This design comes from an exercise in tuning for small area and a short achievable clock period on the open sky130 flow, not from production work. Where RTL was checked, it was by simulation tests only, not by an equivalence proof against the original. No activity file was given, so power comes from the tool's default toggle rates.

Setup of build 36:
## pipelined_boothe_multiplier
module pipelined_boothe_multiplier #(
    parameter WIDTH = 32
) (
    input clk,
    input reset,
    input en,
    input [WIDTH - 1: 0] md,
    input [WIDTH - 1: 0] mr,
    output [(2 * WIDTH) - 1: 0] s_result
);
  reg [81:0] s1;
  reg [148:0] s2;
  reg [151:0] s3;
  reg [151:0] s4;
  reg [102:0] s5;
  reg [62:0] s6;
  reg [62:0] s7;
  reg [62:0] s8;
  reg [62:0] s9;
  reg [62:0] s10;
  reg [62:0] s11;
  reg [62:0] s12;
  reg [62:0] s13;
  reg [62:0] s14;
  reg [62:0] s15;
  reg [62:0] s16;
  reg [62:0] s17;
  reg [62:0] s18;
  reg [62:0] s19;
  reg [62:0] s20;
  reg [62:0] s21;
  reg [62:0] s22;
  reg [62:0] s23;
  reg [62:0] s24;
  reg [62:0] s25;
  reg [62:0] s26;
  reg [62:0] s27;
  reg [62:0] s28;
  reg [62:0] s29;
  reg [62:0] s30;
  reg [62:0] s31;
  reg [63:0] s32;
  reg [4:0] rcnt;
  wire mdn1 = ~md[16];
  wire mdn2 = ~md[17];
  wire mdn3 = ~md[18];
  wire mdn4 = ~md[19];
  wire mdn5 = ~md[20];
  wire mdn6 = ~md[21];
  wire mdn7 = ~md[22];
  wire mdn8 = ~md[23];
  wire mdn9 = ~md[24];
  wire mdn10 = ~md[25];
  wire mdn11 = ~md[26];
  wire mdn12 = ~md[27];
  ...
For scale: roughly 5600 cells after synthesis, roughly 2300 flip-flops, roughly 0.073 mm^2 of cells after synthesis.
clock: 5.0 ns
lec_check: 0
cap_margin: 20
core_margin: 2
core_utilization: 60
cts_cluster_diameter: 100
cts_cluster_size: 30
place_density: 0.7
setup_slack_margin: 2.85
slew_margin: 20
synth_hierarchical: 1
synth_minimum_keep_size: 0
run.sh (not shown) runs the stock make flow with config.mk's settings and CLKGATE_MAP_FILE= SYNTH_SCRIPT=/design/flow/synth_recipe.tcl, a recipe that flattens the netlist after the stock synthesis.
What build 29 does differently from build 36 at the input level:
- CORE_UTILIZATION: 60 -> 58
## What came out
Compare build 36 and build 29 | count of clock-net buffers in the final layout lower: build 29. Comparing build 36 and build 29, global-route met2 utilization is higher on build 36. Looking at combined global-route utilization of all metal layers, build 29 sits 1.2 points lower than build 36 does. Min peak supply drop across build 36 and build 29: build 29.
diff inputs: build 29 => build 96
- setting TNS_END_PERCENT to 80 for the first time
- changing CORE_UTILIZATION from 58 to 60
==> comparison <==
Min total instance count after detailed placement across build 96 and build 29: build 96
Build 29 → build 96: slew at the pin closest to its max-slew limit now sits higher; first-pass GRT wire length climbed 2.8%; area growth from synthesis to layout saw little to no change.
Changes observed in build 96 relative to build 29: proportion of layout cells with a drive suffix above 1 higher, post-route cell area roughly the same.
Relative to build 96, the following input files were edited for build 2:
- TNS_END_PERCENT changed from 80 to 60
- CORE_UTILIZATION changed from 60 to 62
- PLACE_DENSITY changed from 0.7 to 0.72
Findings:
- Timing, DRC, antenna: 0 failures across build 96 and build 2
- Build 96 → build 2: clock share of power climbed 0.3 points, final standard cell area without fillers dropped 410 um^2, power in the clock group climbed 2.5%, maximum VDD drop dropped about 26%, number of standard cells in the final layout excluding fillers dropped 112.
- Of the two values seen for capturing element of the worst setup path, s_result[8] was produced by build 96 and s32[63]$_SDFF_PN0_ by build 2.
- Build 2 vs build 96: global-route wire length before repair up by a few percent
Here is what was changed in the inputs of build 25 compared with build 2.
- swapping 62 for 60 in CORE_UTILIZATION
- swapping 0.72 for 0.7 in PLACE_DENSITY
Findings:
Relative to build 2, the summed area of non-filler cells in the final layout measured on build 25 has increased slightly.
Of build 2 and build 25, the run reporting the lower core utilization of the finished layout was build 25.
Total met3 wirelength after detailed routing (higher): build 2
NOTE clock-buffer cell count build 2->build 25 decreased by a few percent
Compared with build 2, in build 25 clock-pin slew on the worst setup and hold paths saw little to no change, non-clock buffering overhead in the final layout rose by 0.40 points.
No functional check of the RTL was part of any run of this note.

* * *

Setup of build 98:
pipelined_boothe_multiplier, a different RTL version from the one above (not shown whole).
Size: about 5800 cells after synthesis, about 2300 flip-flops, ~130 I/O pins, ~75000 sq um of cells after synthesis.
==> flow/design.v (excerpt) <==
module pipelined_boothe_multiplier #(
    parameter WIDTH = 32
) (
    input clk,
    input reset,
    input en,
    input [WIDTH - 1: 0] md,
    input [WIDTH - 1: 0] mr,
    output [(2 * WIDTH) - 1: 0] s_result
);
==> flow/config.mk <==
export PLATFORM = sky130hd
export DESIGN_NAME = pipelined_boothe_multiplier
export DESIGN_NICKNAME = pipelined_boothe_multiplier
export VERILOG_FILES = /design/flow/design.v
export SDC_FILE = /design/flow/constraint.sdc
export NUM_CORES = 4
export LEC_CHECK = 0
export CAP_MARGIN = 20
export CORE_MARGIN = 2
export CORE_UTILIZATION = 60
export CTS_CLUSTER_DIAMETER = 100
export CTS_CLUSTER_SIZE = 30
export PLACE_DENSITY = 0.7
export SETUP_SLACK_MARGIN = 2.87
export SLEW_MARGIN = 20
export SYNTH_HIERARCHICAL = 1
export SYNTH_MINIMUM_KEEP_SIZE = 0
export TNS_END_PERCENT = 60
==> flow/constraint.sdc <==
create_clock -name core_clock -period 5.0 [get_ports {clk}]
set_input_delay 1.0000 -clock core_clock [delete_from_list [all_inputs] [get_ports {clk}]]
set_output_delay 1.0000 -clock core_clock [all_outputs]
set_load 0.01 [all_outputs]
## Diff of input files: build 93 against build 98
- a change of SETUP_SLACK_MARGIN from 2.87 to 2.85
- a change of CTS_CLUSTER_SIZE from 30 to 34
## What came out
Build 93 ended up with a higher share of total power in combinational logic than build 98 did. Taking build 98 as the reference, in build 93 clock slew at the register clock pins of the worst setup and hold paths ~0 delta; final-layout non-clock buffer area share -0.17 points; wire length after detailed routing -about 0.6%; shortest clock period the worst path allows after layout -27 ps. Going from build 98 to build 93, final instance area lost 0.77%; setup slack picked up an extra 27 ps. Compared to build 98, build 93 has total CTS buffers 9 lower. From build 98 to build 93 the numbers moved as follows: share of cell area taken by flip-flops and latches higher, met2 track demand over resource in global routing went down, total of plain and repair buffers excluding clock buffers decreased about 7%. Build 98 ended up with s32[21] as its origin of the worst setup path; build 93 ended up with s32[13].
The following lists how build 15 was set up differently from build 93:
- CTS_CLUSTER_SIZE now 30, was 34
- TNS_END_PERCENT no longer set, was 60
## What came out
- Across build 93 and build 15, none had a timing, DRC or antenna violation.
- Global-route usage: build 93 vs build 15, no meaningful difference
- Switching fraction of total power delta (build 15 -> build 93): insignificant
- Build 93 and build 15 ended up with nearly the same via count.
- On final design instance area without fill: build 15 sits above build 93.
- Going from build 93 to build 15, wire length of the first global-routing pass shrank slightly.
- Compared with build 93, maximum operating frequency in build 15 decreased slightly.
- Sort build 93 and build 15 by count of buffers not belonging to the clock network in the layout desc -> top: build 15
- Going from build 93 to build 15, the signed area change from the synthesized netlist to the final layout was found to have gone up by 0.78 points.
- Cmp build 93 and build 15 / area fraction of clock buffers and clock inverters / lower: build 93
- Compared with build 93, build 15 shows a first-iteration DRC count that is 10% higher.

* * *

Setup of job 9204:
pipelined_boothe_multiplier again, from the RTL that the note above started with.
// pipelined_boothe_multiplier
module pipelined_boothe_multiplier #(
    parameter WIDTH = 32
) (
    input clk,
    input reset,
    input en,
    input [WIDTH - 1: 0] md,
    input [WIDTH - 1: 0] mr,
    output [(2 * WIDTH) - 1: 0] s_result
);
make LEC_CHECK=0 CAP_MARGIN=20 CORE_MARGIN=2 CORE_UTILIZATION=60 CTS_CLUSTER_DIAMETER=100 CTS_CLUSTER_SIZE=30 PLACE_DENSITY=0.7 SETUP_SLACK_MARGIN=2.8 SLEW_MARGIN=20 SYNTH_HIERARCHICAL=1 SYNTH_MINIMUM_KEEP_SIZE=0 finish   # period 5.0 ns
What job 1270 does differently from job 9204 at the input level:
# job 9204
export LEC_CHECK = 0
export CAP_MARGIN = 20
export CORE_MARGIN = 2
export CORE_UTILIZATION = 60
export CTS_CLUSTER_DIAMETER = 100
export CTS_CLUSTER_SIZE = 30
export PLACE_DENSITY = 0.7
export SETUP_SLACK_MARGIN = 2.8
export SLEW_MARGIN = 20
export SYNTH_HIERARCHICAL = 1
export SYNTH_MINIMUM_KEEP_SIZE = 0
create_clock -name core_clock -period 5.0 [get_ports {clk}]
# job 1270
export LEC_CHECK = 0
export CAP_MARGIN = 20
export CORE_MARGIN = 2
export CORE_UTILIZATION = 60
export CTS_CLUSTER_DIAMETER = 100
export CTS_CLUSTER_SIZE = 30
export PLACE_DENSITY = 0.7
export SETUP_SLACK_MARGIN = 2.85
export SLEW_MARGIN = 20
export SYNTH_HIERARCHICAL = 1
export SYNTH_MINIMUM_KEEP_SIZE = 0
export TNS_END_PERCENT = 60
create_clock -name core_clock -period 5.0 [get_ports {clk}]
### Flow results
Job 1270 vs job 9204 — actual transition at the worst max-transition pin dropped 29 ps. The worst setup slack was comparable across job 9204 and job 1270. From job 9204 to job 1270 the numbers moved as follows: final total power saw little to no change; reg-to-reg setup timing slack saw an increase.
## Diff of input files: job 9955 against job 1270
# job 1270
export LEC_CHECK = 0
export CAP_MARGIN = 20
export CORE_MARGIN = 2
export CORE_UTILIZATION = 60
export CTS_CLUSTER_DIAMETER = 100
export CTS_CLUSTER_SIZE = 30
export PLACE_DENSITY = 0.7
export SETUP_SLACK_MARGIN = 2.85
export SLEW_MARGIN = 20
export SYNTH_HIERARCHICAL = 1
export SYNTH_MINIMUM_KEEP_SIZE = 0
export TNS_END_PERCENT = 60
create_clock -name core_clock -period 5.0 [get_ports {clk}]
# job 9955
export LEC_CHECK = 0
export CAP_MARGIN = 20
export CORE_MARGIN = 2
export CORE_UTILIZATION = 60
export CTS_BUF_LIST = sky130_fd_sc_hd__clkbuf_16 sky130_fd_sc_hd__clkbuf_8
export CTS_CLUSTER_DIAMETER = 100
export CTS_CLUSTER_SIZE = 24
export PLACE_DENSITY = 0.7
export SETUP_SLACK_MARGIN = 2.85
export SLEW_MARGIN = 20
export SYNTH_HIERARCHICAL = 1
export SYNTH_MINIMUM_KEEP_SIZE = 0
export TNS_END_PERCENT = 60
create_clock -name core_clock -period 5.0 [get_ports {clk}]
[summary]
- The lower design area came out of job 1270.
- On clock network area share: job 9955 sits above job 1270.
- Sort job 9955 and job 1270 by utilization, descending, and job 9955 comes first.
- On worst setup slack: job 9955 sits below job 1270.
The inputs of job 8794 differ from those of job 9955 as listed below.
# job 9955
export LEC_CHECK = 0
export CAP_MARGIN = 20
export CORE_MARGIN = 2
export CORE_UTILIZATION = 60
export CTS_BUF_LIST = sky130_fd_sc_hd__clkbuf_16 sky130_fd_sc_hd__clkbuf_8
export CTS_CLUSTER_DIAMETER = 100
export CTS_CLUSTER_SIZE = 24
export PLACE_DENSITY = 0.7
export SETUP_SLACK_MARGIN = 2.85
export SLEW_MARGIN = 20
export SYNTH_HIERARCHICAL = 1
export SYNTH_MINIMUM_KEEP_SIZE = 0
export TNS_END_PERCENT = 60
create_clock -name core_clock -period 5.0 [get_ports {clk}]
# job 8794
export LEC_CHECK = 0
export CAP_MARGIN = 20
export CORE_MARGIN = 2
export CORE_UTILIZATION = 65
export CTS_CLUSTER_DIAMETER = 100
export CTS_CLUSTER_SIZE = 30
export PLACE_DENSITY = 0.75
export SETUP_SLACK_MARGIN = 2.88
export SLEW_MARGIN = 20
export SYNTH_HIERARCHICAL = 1
export SYNTH_MINIMUM_KEEP_SIZE = 0
create_clock -name core_clock -period 5.0 [get_ports {clk}]
### Flow results
- [compare] base=job 9955 new=job 8794: core utilization went up by 5.5 points, design area did not really move.
- Summary of job 8794 over job 9955: total number of vias now sits higher, synthesis-to-layout area growth now sits at about the same level.

[static timing again, ports no longer ideal]
No port has a modelled driver above. Below, the same layouts with a new extraction and two added sets of constraints.
Step 1 sets driving cells, clkbuf_16 on the clock port and buf_2 on the other inputs (assumed; they add their load-dependent delay and slew).
Step 2, shift: input delay + t, output delay - t, t = (earliest + latest rising clock arrival at the registers) / 2. This alone moves slack from input paths to output paths.
Three values: ideal ports, drivers, drivers and shift; two values: the first two.
run	t, ns	slack for setup (ns)	hold slack, ns
build 36	0.798	2.722 / 2.640 / 2.356	0.322 / 0.322 / 0.322
build 29	0.792	2.814 / 2.735 / 2.456	0.323 / 0.323 / 0.323
build 96	0.796	2.722 / 2.641 / 2.360	0.323 / 0.323 / 0.323
build 2	0.774	2.843 / 2.783 / 2.342	0.284 / 0.284 / 0.284
build 25	0.795	2.722 / 2.641 / 2.357	0.321 / 0.321 / 0.321
build 98	0.781	2.836 / 2.765 / 2.377	0.319 / 0.319 / 0.319
build 93	0.755	2.863 / 2.793 / 2.542	0.299 / 0.299 / 0.299
build 15	0.773	2.853 / 2.785 / 2.350	0.321 / 0.321 / 0.321
job 9204	0.766	2.851 / 2.780 / 2.504	0.316 / 0.316 / 0.316
job 1270	0.766	2.851 / 2.780 / 2.499	0.319 / 0.319 / 0.319
job 9955	0.780	2.823 / 2.754 / 2.517	0.292 / 0.292 / 0.292
job 8794	0.772	2.834 / 2.763 / 2.328	0.312 / 0.312 / 0.312
After both steps every run listed still meets setup and hold. The setup slack of job 8794, which loses most, moves by -0.071 ns with the drivers and by -0.506 ns with both steps.
